Context: an optimization exercise on an open-source flow, tuned for small area. The choices shown serve that exercise and are no tape-out recipe. In this exercise RTL edits were held to simulation tests only and were not proved equivalent to the original. Power is estimated from default activity; no workload was simulated.

**flow/run.sh**
```bash
#!/bin/bash
# synth_recipe.tcl (not shown) runs the flow's synth.tcl, then flattens the netlist and writes it again
# the make line also repeats each setting of config.mk as NAME=value (left out here)
make -C /OpenROAD-flow-scripts/flow DESIGN_CONFIG=/design/flow/config.mk WORK_HOME=/design/flow/orfs CLKGATE_MAP_FILE= SYNTH_SCRIPT=/design/flow/synth_recipe.tcl finish
```
**flow/config.mk**
```make
export PLATFORM = sky130hd
export DESIGN_NAME = uart_get_32bit_word
export DESIGN_NICKNAME = uart_get_32bit_word
export VERILOG_FILES = /design/flow/design.v
export SDC_FILE = /design/flow/constraint.sdc
export NUM_CORES = 4
export LEC_CHECK = 0
export CAP_MARGIN = 20
export CORE_MARGIN = 2
export CORE_UTILIZATION = 40
export SLEW_MARGIN = 20
```
**flow/constraint.sdc**
```tcl
create_clock -name core_clock -period 10.0 [get_ports {clk}]
set_input_delay 2.0000 -clock core_clock [delete_from_list [all_inputs] [get_ports {clk}]]
set_output_delay 2.0000 -clock core_clock [all_outputs]
set_load 0.01 [all_outputs]
```
**flow/design.v**
```verilog
`timescale 1ns / 1ps
module BCD_to_sevenseg(
    input logic [3:0] BCD,
    output logic [6:0] sevenseg
    );
    always_comb begin        
        case(BCD)
            4'd0: sevenseg = ~7'b1111110;  
            4'd1: sevenseg = ~7'b0110000;
            4'd2: sevenseg = ~7'b1101101;
            4'd3: sevenseg = ~7'b1111001;
            4'd4: sevenseg = ~7'b0110011;
            4'd5: sevenseg = ~7'b1011011;
            4'd6: sevenseg = ~7'b1011111;
            4'd7: sevenseg = ~7'b1110000;
            4'd8: sevenseg = ~7'b1111111;
            4'd9: sevenseg = ~7'b1111011;
            4'd10: sevenseg =~7'b1110111;
            4'd11: sevenseg =~7'b0011111;
            4'd12: sevenseg =~7'b1001110;
            4'd13: sevenseg =~7'b0111101;
            4'd14: sevenseg =~7'b1001111;
            4'd15: sevenseg =~7'b1000111;
            default: sevenseg = ~7'b0000000;
        endcase
    end
endmodule
`timescale 1ns / 1ps
module TDM(
    input logic [3:0] d1,d2,d3,d4,d5,d6,d7,d8,
    input logic [2:0] count,
    output logic [7:0] anodos,
    output logic [3:0] BCD
    );
    always_comb begin    
        case (count)
            3'd0: begin
                anodos = ~8'b00000001;   
                BCD = d1;                
                end
            3'd1: begin
                anodos = ~8'b00000010;
                BCD = d2;
                end
            3'd2: begin
                anodos = ~8'b00000100;
                BCD = d3;
                end
            3'd3: begin
                anodos = ~8'b00001000;
                BCD = d4;
                end    
            3'd4: begin
                anodos = ~8'b00010000;
                BCD = d5;
                end
            3'd5: begin
                anodos = ~8'b00100000;
                BCD = d6;
                end
            3'd6: begin
                anodos = ~8'b01000000;
                BCD = d7;
                end
            3'd7: begin
                anodos = ~8'b10000000;
                BCD = d8;
                end    
            default: begin
                anodos = ~8'b00000000;
                BCD = 'd0;
            end
        endcase
    end
endmodule
`timescale 1ns / 1ps
module separador#(parameter N = 32)(
    input logic [N-1:0] BCD,
    output logic [3:0] d1,d2,d3,d4,d5,d6,d7,d8
    );
   assign d1 = BCD[3:0], d2 = BCD[7:4], d3 = BCD[11:8], d4 = BCD[15:12], d5 = BCD[19:16], d6 = BCD[23:20], d7 = BCD[27:24],
             d8 = BCD[31:28];
endmodule
`timescale 1ns / 1ps
module counter_Nbits
#(parameter N=4)  
(
    input  logic            clk, reset, en,
    output logic [N-1:0] 	count
    );
    always_ff @(posedge clk) begin
        if (reset || (en && count == 3'd7))begin
            count <= 'b0;   
            end
        else if (en) begin
            count <= count+1;
            end
    end
endmodule
`timescale 1ns / 1ps
module NumToSeven(
    input logic [31:0] BCD_in,           
    input logic clock,reset,en,
    output logic [6:0] segments,
    output logic [7:0] anodos
    );
    logic [3:0] d1,d2,d3,d4,d5,d6,d7,d8;       
    logic [2:0] count1;
    logic [3:0] BCD;
    separador sep(.BCD(BCD_in),.d1(d1),.d2(d2),.d3(d3),.d4(d4),.d5(d5),.d6(d6),.d7(d7),.d8(d8)); 
    counter_Nbits #(3) count(.clk(clock),.reset(reset),.en(en),.count(count1));  
    TDM multiplex(.d1(d1),.d2(d2),.d3(d3),.d4(d4),.d5(d5),.d6(d6),.d7(d7),.d8(d8),.count(count1),.anodos(anodos),.BCD(BCD));
    BCD_to_sevenseg toseven(.BCD(BCD),.sevenseg(segments));  
endmodule
`timescale 1ns / 1ps
module clock_divider #(parameter N = 100)(
    input logic clk, reset,
    output logic divided_clk,
    output logic rise,
    output logic fall
    );
    assign rise = (counter_value == N) && !divided_clk;
    assign fall = (counter_value == N) && divided_clk;
    logic [31:0] counter_value;
    always_ff@(posedge clk)
        if(reset || counter_value == N)
            counter_value <= 0;
        else
            counter_value <= counter_value +1;
    always_ff@(posedge clk)
    begin
        if(reset) divided_clk <= 0;
        else if(counter_value == N)
            divided_clk <= ~divided_clk;
        else
            divided_clk <= divided_clk;
    end
endmodule
`timescale 1ns / 1ps
module pb_debouncer#(
    parameter DELAY=1                  
    )(
    input 	logic clk,                  
    input 	logic en_rise,              
    input 	logic en_fall,              
	input 	logic rst,                  
	input 	logic PB,                   
	output 	logic PB_pressed_status,    
	output  logic PB_pressed_pulse,     
	output  logic PB_released_pulse     
    );
    logic    PB_sync_aux, PB_sync;
 always_ff @(posedge clk) begin
     if (rst) begin
         PB_sync_aux <= 1'b0;
         PB_sync     <= 1'b0;
     end
     else if (en_rise) begin
         PB_sync_aux <= PB;
         PB_sync     <= PB_sync_aux;
     end
 end
	localparam DELAY_WIDTH = $clog2(DELAY);
	logic [DELAY_WIDTH-1:0]    delay_timer; 
    enum logic[5:0] {PB_IDLE, PB_COUNT, PB_PRESSED, waitt, PB_STABLE, PB_RELEASED} state, next_state;
  always_ff @(posedge clk) begin
	if (rst) delay_timer <= 0;
	else if (en_rise && state != next_state) delay_timer <= 0;  
	else if (en_rise) delay_timer <= delay_timer + 1;
  end
    always_comb begin
        next_state          = PB_IDLE;
        PB_pressed_status   = 1'b0;
        PB_pressed_pulse    = 1'b0;
        PB_released_pulse   = 1'b0;
        case (state)
            PB_IDLE:        begin
                                if(PB_sync) begin    
                                    next_state= PB_COUNT;
                                end
                            end
            PB_COUNT:       begin
                                if ((PB_sync && (delay_timer >= DELAY-1))) begin
                                    next_state = PB_PRESSED;
                                end 
                                else if (PB_sync)
                                    next_state = PB_COUNT;
                            end
             PB_PRESSED:    begin
                                PB_pressed_pulse = 1'b1;
                                if (PB_sync)
                                    next_state = PB_STABLE;
                            end
            waitt: begin
                PB_pressed_pulse = 1'b1;
                next_state = PB_STABLE;
            end
             PB_STABLE:     begin
                                PB_pressed_status=1'b1;
                                next_state = PB_STABLE;
                                if (~PB_sync)
                                    next_state = PB_RELEASED;
                            end
              PB_RELEASED:  begin
                                PB_released_pulse = 1'b1;
                                next_state = PB_IDLE;
                            end    
         endcase
    end    
    always_ff @(posedge clk) begin
        if(rst) 
            state <= PB_IDLE;
        else if (en_fall)
            state <= next_state;
    end
endmodule
`timescale 1ns / 1ps
module uart_sm_rx(
    input logic clk, reset, en,
    input logic rx,
    output logic [7:0] byte_out,
    output logic byte_end
    );
    logic [4:0] count;
    logic [4:0] pre_count;
    always_ff@(posedge clk) begin
        if(reset) begin
            count <= 0;
        end
        else if (en) count <= pre_count;
    end
    logic [3:0] bit_count;
    logic [3:0] pre_bit_count;
    always_ff@(posedge clk) begin
        if(reset) bit_count <= 0;
        else if (en) bit_count <= pre_bit_count;
    end
    logic [7:0] pre_byte_out;
    always_ff@(posedge clk) begin
        if(reset) byte_out <= 0;
        else if (en) byte_out <= pre_byte_out;
    end
    logic [1:0] state;
    logic [1:0] next_state;
    localparam IDLE = 0;
    localparam START = 1;
    localparam WAIT_FRONT = 2;
    localparam WAIT_BACK = 3;
    always_ff@(posedge clk) begin
        if(reset) state <= IDLE;
        else if (en) state <= next_state;
    end
    always_comb begin
        next_state = state;
        pre_count = count;
        pre_bit_count = bit_count;
        pre_byte_out = byte_out;
        byte_end = 0;
        case(state)
            IDLE: begin
                next_state = START;
            end
            START: begin
                if(rx==0) begin
                    next_state = WAIT_FRONT;
                    pre_bit_count = 0;
                end
            end
            WAIT_FRONT: begin
                pre_count = count + 1;
                if(count==15) begin
                    pre_bit_count = bit_count + 1; 
                    pre_count = 0;
                    next_state = WAIT_BACK;
                    case(bit_count)
                        1: pre_byte_out[0] = rx;
                        2: pre_byte_out[1] = rx;
                        3: pre_byte_out[2] = rx;
                        4: pre_byte_out[3] = rx;
                        5: pre_byte_out[4] = rx;
                        6: pre_byte_out[5] = rx;
                        7: pre_byte_out[6] = rx;
                        8: pre_byte_out[7] = rx;
                        9: begin
                            next_state = IDLE;
                            byte_end = 1;
                        end
                    endcase
                end
            end
            WAIT_BACK: begin
                pre_count = count + 1;
                if(count==15) begin
                    next_state = WAIT_FRONT;
                    pre_count = 0;
                end
            end
        endcase
    end
endmodule
`timescale 1ns / 1ps
module uart_sm_tx(
    input logic clk, en,
    input logic reset,
    input logic send_pulse,
    input logic [7:0] byte_in,
    output logic tx,
    output logic byte_end
    );
    logic pre_tx;
    always_ff@(posedge clk) begin
        if(reset) tx <= 1;
        else if (en) tx <= pre_tx;
    end
    logic [4:0] count;
    logic [4:0] pre_count;
    always_ff@(posedge clk) begin
        if(reset) count <= 0;
        else if (en) count <= pre_count;
    end
    logic [3:0] bit_count;
    logic [3:0] pre_bit_count;
    always_ff@(posedge clk) begin
        if(reset) bit_count <= 0;
        else if (en) bit_count <= pre_bit_count;
    end
    localparam IDLE = 0;
    localparam SEND = 1;
    localparam WAITB = 2;
    logic [1:0] state;
    logic [1:0] next_state;
    always_ff@(posedge clk) begin
        if(reset) state<= IDLE;
        else if (en) state <= next_state;
    end
    always_comb begin
        next_state = state;
        pre_count = count;
        pre_bit_count = bit_count;
        pre_tx = tx;
        byte_end = 0;
        case(state)
            IDLE: begin
                pre_tx = 1;
                if(send_pulse == 1) begin
                    pre_bit_count = 0;
                    pre_count = 0;
                    next_state = SEND;
                end
            end
            SEND: begin
                pre_count = count + 1;
                if(count == 31) begin
                    pre_bit_count = bit_count + 1;
                    pre_count = 0;
                end
                case(bit_count)
                    0: begin
                        pre_tx = 0;
                    end
                    1: begin
                        pre_tx = byte_in[0];
                    end
                    2: begin
                        pre_tx = byte_in[1];
                    end
                    3: begin
                        pre_tx = byte_in[2];
                    end
                    4: begin
                        pre_tx = byte_in[3];
                    end
                    5: begin
                        pre_tx = byte_in[4];
                    end
                    6: begin
                        pre_tx = byte_in[5];
                    end
                    7: begin
                        pre_tx = byte_in[6];
                    end
                    8: begin
                        pre_tx = byte_in[7];
                    end
                    9: begin
                        pre_tx = 1;
                    end
                    10: begin
                        next_state = IDLE;
                        byte_end = 1;
                    end
                endcase
            end
        endcase
    end
endmodule
`timescale 1ns / 1ps
module word_32_bit_uart_rx(
    input logic clk, reset, en,
    input logic rx,
    output logic [31:0] instr
    );
    logic [7:0] byte_in;
    logic byte_end;
    uart_sm_rx byte_rx(clk,reset,en,rx,byte_in,byte_end);
    logic [31:0] pre_instr;
    always_ff@(posedge clk) begin
        if(reset) instr <= 0;
        else if (en) instr <= pre_instr;
    end
    localparam WAITB1 = 0;
    localparam BYTE1 = 1;
    localparam WAITB2 = 2;
    localparam BYTE2 = 3;
    localparam WAITB3 = 4;
    localparam BYTE3 = 5;
    localparam WAITB4 = 6;
    localparam BYTE4 = 7;
    logic [2:0] state;
    logic [2:0] next_state;
    always_ff@(posedge clk) begin
        if(reset) state <= WAITB1;
        else if (en) state <= next_state;
    end
    always_comb begin
        next_state =  state;
        pre_instr = instr;
        case(state)
            WAITB1: begin
                if(byte_in == 1) begin
                    if(byte_end) next_state = BYTE1;
                end 
            end
            BYTE1: begin
                if(byte_end) next_state = WAITB2;
                else pre_instr[7:0] = byte_in;
            end
            WAITB2: begin
                if(byte_in == 2) begin
                    if(byte_end) next_state = BYTE2;
                end
            end
            BYTE2: begin
                if(byte_end) next_state = WAITB3;
                else pre_instr[15:8] = byte_in;
            end
            WAITB3: begin
                if(byte_in == 3) begin
                    if(byte_end) next_state = BYTE3;
                end
            end
            BYTE3: begin
                if(byte_end) next_state = WAITB4;
                else pre_instr[23:16] = byte_in;
            end
            WAITB4: begin
                if(byte_in == 4) begin
                    if(byte_end) next_state = BYTE4;
                end
            end
            BYTE4: begin
                if(byte_end) next_state = WAITB1;
                else pre_instr[31:24] = byte_in;
            end
        endcase
    end
endmodule
`timescale 1ns / 1ps
module word_32bit_uart_tx(
    input logic clk, reset, en,
    input logic addr_query,
    input logic [31:0] addr,
    output logic tx
    );
    logic byte_query;
    logic byte_end;
    logic [7:0] byte_data;
    logic [7:0] pre_byte_data;
    always_ff@(posedge clk) begin
        if(reset) byte_data <= 0;
        else if (en) byte_data <= pre_byte_data;
    end
    uart_sm_tx byte_tx(clk,en,reset,byte_query,byte_data,tx,byte_end);
    logic [2:0] byte_contador;
    logic [2:0] pre_byte_contador;
    always_ff@(posedge clk) begin
        if(reset) byte_contador <= 0;
        else if (en) byte_contador <= pre_byte_contador;
    end
    localparam IDLE = 0;
    localparam START = 1;
    localparam SEND1 = 2;
    localparam SEND2 = 3;
    localparam WAITT = 4;
    logic [2:0] state;
    logic [2:0] next_state;
    always_ff@(posedge clk) begin
        if(reset) state <= IDLE;
        else if (en) state <= next_state;
    end
    always_comb begin
        next_state= state;
        pre_byte_contador = byte_contador;
        byte_query = 0;
        pre_byte_data = byte_data;
        case(state)
            IDLE: begin
                if(addr_query) begin
                    next_state = START;
                    pre_byte_contador = 0;
                end
            end
            START: begin
                pre_byte_contador = byte_contador + 1;
                case(byte_contador)
                    0: begin
                        pre_byte_data = addr[7:0];
                        next_state = SEND1;
                    end
                    1: begin
                        pre_byte_data = addr[15:8];
                        next_state = SEND1;
                    end
                    2: begin
                        pre_byte_data = addr[23:16];
                        next_state = SEND1;
                    end
                    3: begin
                        pre_byte_data = addr[31:24];
                        next_state = SEND1;
                    end
                    4: begin
                        next_state = IDLE;
                    end
                endcase
            end
            SEND1: begin
                byte_query = 1;
                next_state = SEND2;
            end
            SEND2: begin
                byte_query = 1;
                next_state = WAITT;
            end
            WAITT: begin
                if(byte_end) next_state = START;
            end
        endcase
    end
endmodule
`timescale 1ns / 1ps
module UART_interface(
    input logic clk,reset,
    input logic instr_query,
    input logic [31:0] addr,
    input logic rx,
    output logic tx,
    output logic [31:0] Instr
    );
    logic div_clk, div_rise, div_fall;
    clock_divider #(163) div(clk,reset, div_clk, div_rise, div_fall);
    word_32bit_uart_tx instruction_query(clk,reset,div_rise,instr_query,addr,tx);
    word_32_bit_uart_rx get_instruction(clk,reset,div_rise,rx,Instr); 
endmodule
`timescale 1ns / 1ps
module uart_get_32bit_word(
    input logic clk, reset,
    input logic addr_query,
    input logic [15:0] addr,
    input logic rx,
    output logic tx,
    output logic tx_debug,
    output logic div_clk_debug,
    output logic rx_debug,
    output logic query_debug,
    output logic [6:0] segments,
    output logic [7:0] anodos
    );
    logic div_clk, div_rise, div_fall;
    logic div_clk1, div1_rise, div1_fall;
    clock_divider #(163) div(clk, ~reset, div_clk, div_rise, div_fall);  
    clock_divider #(49999) div1(clk, ~reset, div_clk1, div1_rise, div1_fall);
    logic PB_pressed_status,PB_pressed_pulse,PB_released_pulse;
    pb_debouncer #(1) db1(clk,div_rise,div_fall,~reset,addr_query,PB_pressed_status,PB_pressed_pulse,PB_released_pulse); 
    logic [31:0] addr_a;
    assign addr_a = {16'd0, addr};
    logic [31:0] Instr;
    UART_interface inter(clk,~reset,PB_pressed_pulse,addr_a,rx,tx,Instr);         
    NumToSeven svn(Instr,clk,~reset,div1_rise,segments,anodos);  
    assign tx_debug = tx;
    assign rx_debug = rx;
    assign div_clk_debug = div_clk;
    assign query_debug = PB_pressed_pulse;  
endmodule
```
==> flow_summary.json <==
{
  "cts_resized": 0,
  "cp.required_ps": 8000,
  "grtUsageTotal": 0.165,
  "p_int_w": 0.00109,
  "critPathCaptureType": "output pin",
  "busiest_layer": "met2",
  "worst_slew_pin_slew_ps": 1050,
  "ys.flop_type": "dfxtp_1",
  "min_period_over_period": 0.557,
  "crit_type": "reg2out",
  "synthSimpleGateAreaFrac": 0.275,
  "fin_setup_tns_ps": 0,
  "clkTransAtPathRegs_ps": 80,
  "syn_nets": 1186,
  "htreeDepth": 4,
  "drv_cap": 0,
  "powerDensity_mw_per_mm2": 134,
  "cp_max_fo": 12,
  "yosysTopAreaCellShare": 0.388,
  "startpoint": "svn.count.count[1]",
  "status": "timing/DRC/antenna clean",
  "power_frac_seq": 0.520,
  "ios": 40,
  "min_period_ps": 5570,
  "cts_tree": "built",
  "syn_inst": 1130,
  "r2r_start": "inter.div.counter_value[29]",
  "drt_first_pass_iters": 5,
  "antenna_cells": 0,
  "post_cts_buffers": 0,
  "ys_async_sr_fraction": 0,
  "root_buffer": "clkbuf_16",
  "drc_errors": 0,
  "post_drt_via_cell_ratio": 5.34,
  "hpwl_mm": 14.3,
  "rsz0062_at_grt": "false",
  "cts_sinks": 186,
  "yosysWarnings": 10,
  "drt_iter0_markers": 462,
  "startpoint_type": "register",
  "clock.fmax_ghz": 0.180,
  "rrSetupSlack_ps": 6510,
  "hold_viol_final": 0,
  "slew_headroom": 0.299,
  "hold_path.class": "reg2reg",
  "finClkSkew_ps": 19.3,
  "synthAdderAreaFrac": 0.0470,
  "ant_nets": 0,
  "pre_cts_ws_ps": 4860,
  "grt_util_met1": 0.228,
  "worstRegToRegCells": 5,
  "fillCellCount": 2286,
  "area_growth_pct": 12.3,
  "synth_edf_count": 0,
  "synth_seq_cells": 186,
  "drive_above_1_share": 0.0566,
  "syn-cell-area_mm2": 0.00959,
  "synth_xor_area_frac": 0.0694,
  "synth_mux_area_frac": 0.0610,
  "fp.coreArea_mm2": 0.0235,
  "syn_avg_cell_area_um2": 8.48,
  "grt_pass1_wl_mm": 35.3,
  "synth_top_family_by_area": "simple AND/OR/NAND/NOR gates",
  "wl_per_cell_um": 14.0,
  "portBuffers": 39,
  "die-width_um": 159,
  "gp_congestion": 0.783,
  "slew_viol_final": 0,
  "combPwrFrac": 0.021,
  "grt_use_met2": 0.266,
  "p_sw_w": 0.000348,
  "die-area_mm2": 0.0252,
  "grt_max_degree": 58,
  "ir_worst_vdd_mv": 0.108,
  "cp.arrival_ps": 3570,
  "yosysUniqueCellTypes": 71,
  "antenna_found_initial": 0,
  "synth_top_cell_by_area": "dfxtp_1",
  "worstSkewPairLatency_ps": 440,
  "chipHeight_um": 159,
  "wl_mm": 20.6,
  "grt_pass1_vias": 7240,
  "clockBufferDepth": 2,
  "clockPowerShare": 0.459,
  "r2r_end": "inter.get_instruction.instr[11]",
  "cts_hold_buf": 0,
  "seq_area_frac_synth": 0.388,
  "p_leak_nw": 3.63,
  "overflow": 0,
  "setup_viol": 0,
  "tritoncts.num_buffers": 17,
  "synth_compound_gate_area_share": 0.117,
  "row_count": 56,
  "use_met3": 0.0261,
  "synth_area_leaders": "dfxtp_1 (39%), mux2i_1 (5.7%), xnor2_1 (5.0%)",
  "vias": 7837,
  "num-nets-final": 1193,
  "endpoint": "segments[6]",
  "start_util": 0.408,
  "swShare": 0.242,
  "setup_ws_ps": 4430
}
through the flow:
step | cells | util | cell area (um^2) | hold WS (ps) | power, W
after floorplan | 1130 | - | 9590 | 419 | 0.000781
after detailed placement | 1437 | 0.434 | 10200 | 442 | 0.000796
final | 1468 | 0.459 | 10800 | 452 | 0.00144
after global placement | 1437 | 0.434 | 10200 | 431 | 0.000795
after global routing | 1468 | 0.459 | 10800 | 493 | 0.00149
after CTS | 1468 | 0.459 | 10800 | 454 | 0.00145
critical path: stages (launching register included):
cell and delay [ps]:
dfxtp_1 480, inv_1 140, ha_1 330, or3_1 510, nor2_1 220, a21o_1 210, inv_1 90, ha_1 250
nor3b_1 150, a211o_1 290, clkdlybuf4s50_1 470
logic make-up (layout without fill, tap and decap cells):
logic type / Yosys count / count (layout)
XOR/XNOR: 76 / 76
flip-flops: 186 / 186
AND/OR/NAND/NOR: 496 / 496
AO/OA/AOI/OAI: 176 / 176
adder cells (fa/ha/maj): 36 / 36
multiplexers: 58 / 58
buffers and inverters: 102 / 121
layout make-up:
type                    instances  area [um^2]  area share
repair buffers                 43          415      0.0386
clock buffers                  17          425      0.0395
flip-flops and latches        186         3720       0.346
clock inverters                14          153      0.0142
multi-input cells             842         5470       0.508
inverters                      47          176      0.0164
well taps                     319          399      0.0371
sequential cells by signal, summed over array words and instances, names as in the netlist, 2 cells and up:
register / count
inter.instruction_query.byte_data: 8
db1.state: 3
inter.get_instruction.byte_rx.byte_out: 8
inter.get_instruction.instr: 32
inter.get_instruction.byte_rx.count: 5
inter.get_instruction.state: 3
inter.div.counter_value: 32
inter.get_instruction.byte_rx.bit_count: 4
inter.instruction_query.byte_tx.count: 5
svn.count.count: 3
inter.instruction_query.state: 3
div1.counter_value: 32
inter.get_instruction.byte_rx.state: 2
div.counter_value: 32
inter.instruction_query.byte_tx.bit_count: 4
inter.instruction_query.byte_contador: 3
synthesized netlist by cell type, drive strengths merged (3+ instances only):
cell,instances
inv,47
o21ai,49
xor2,21
nand4,37
nor2,120
nand3,57
nor4,45
or4,6
a22oi,10
nor3,34
mux2,3
a222oi,5
or3,37
mux2i,55
dfxtp,186
a211oi,5
a21oi,53
o21a,9
and3,16
or2,4
o31ai,3
nor4b,4
o22ai,4
nand2,95
a31oi,7
a21o,4
xnor2,55
a211o,3
and4,16
nand3b,5
clkbuf,42
buf,13
nor2b,9
ha,36
a31o,4
power groups by stage:
stage / clock network, W / logic [W] / registers (W)
2_1_floorplan: 0 / 0.0000177 / 0.000763
3_3_place_gp: 0 / 0.0000311 / 0.000764
3_5_place_dp: 0 / 0.0000312 / 0.000764
4_1_cts: 0.000677 / 0.0000313 / 0.000747
5_1_grt: 0.000709 / 0.0000344 / 0.000748
6_report: 0.000660 / 0.0000306 / 0.000747
how the worst min path moves through the flow:
stage / from / to / slack [ps] / cells after the start
6_report: inter.get_instruction.byte_rx.count[4] / inter.get_instruction.byte_rx.count[4] / 450 / 2
5_1_grt: inter.get_instruction.byte_rx.count[4] / inter.get_instruction.byte_rx.count[4] / 490 / 2
4_1_cts: inter.get_instruction.byte_rx.count[4] / inter.get_instruction.byte_rx.count[4] / 450 / 2
3_5_place_dp: inter.get_instruction.byte_rx.count[4] / inter.get_instruction.byte_rx.count[4] / 440 / 2
3_3_place_gp: inter.get_instruction.byte_rx.count[4] / inter.get_instruction.byte_rx.count[4] / 430 / 2
2_1_floorplan: inter.get_instruction.byte_rx.count[4] / inter.get_instruction.byte_rx.count[4] / 420 / 2
placed cells by master (no fill, tap or decap), types with 6 or more instances in the layout:
master,n
dfxtp_1,186
nor2_1,120
nand2_1,95
nand3_1,57
mux2i_1,55
xnor2_1,55
a21oi_1,53
inv_1,45
o21ai_0,43
clkdlybuf4s50_1,38
or3_1,37
ha_1,36
nor4_1,35
nand4_1,35
nor3_1,33
xor2_1,21
clkbuf_16,17
and3_1,16
and4_1,16
a22oi_1,10
o21a_1,9
nor2b_1,9
nor4_2,8
inv_8,6
metal layers:
metal / vias up / routed length (um) / share of wire
met1: 3650 / 10500 / 0.51
met3: 15 / 519 / 0.025
li1: 4073 / - / -
met2: 99 / 9280 / 0.45
met4: 0 / 265 / 0.013
met5: - / 0 / 0

[static timing again, ports no longer ideal]
No port has a modelled driver above. Below, the same layout with a new extraction and two added sets of constraints. Step 1 assumes that a clkbuf_16 drives the clock port and a buf_2 every other input. Step 2 moves the port delays by t, midway between the first and last clock arrival at a register: inputs arrive t later, outputs are due t later. That takes back most of the time a late clock gives input paths. Three values: ideal, step 1, step 2; two values: the first two.
shift t [ns]: 0.478
slack for setup (ns): 4.433 / 4.386 / 4.864
worst hold slack (ns): 0.452 / 0.452 / 0.452
worst register clock-pin slew, ns: 0.08 / 0.08
After both steps setup and hold are still met in this run. For this run, drivers alone change the setup slack by -0.047 ns; drivers and shift together by +0.431 ns.
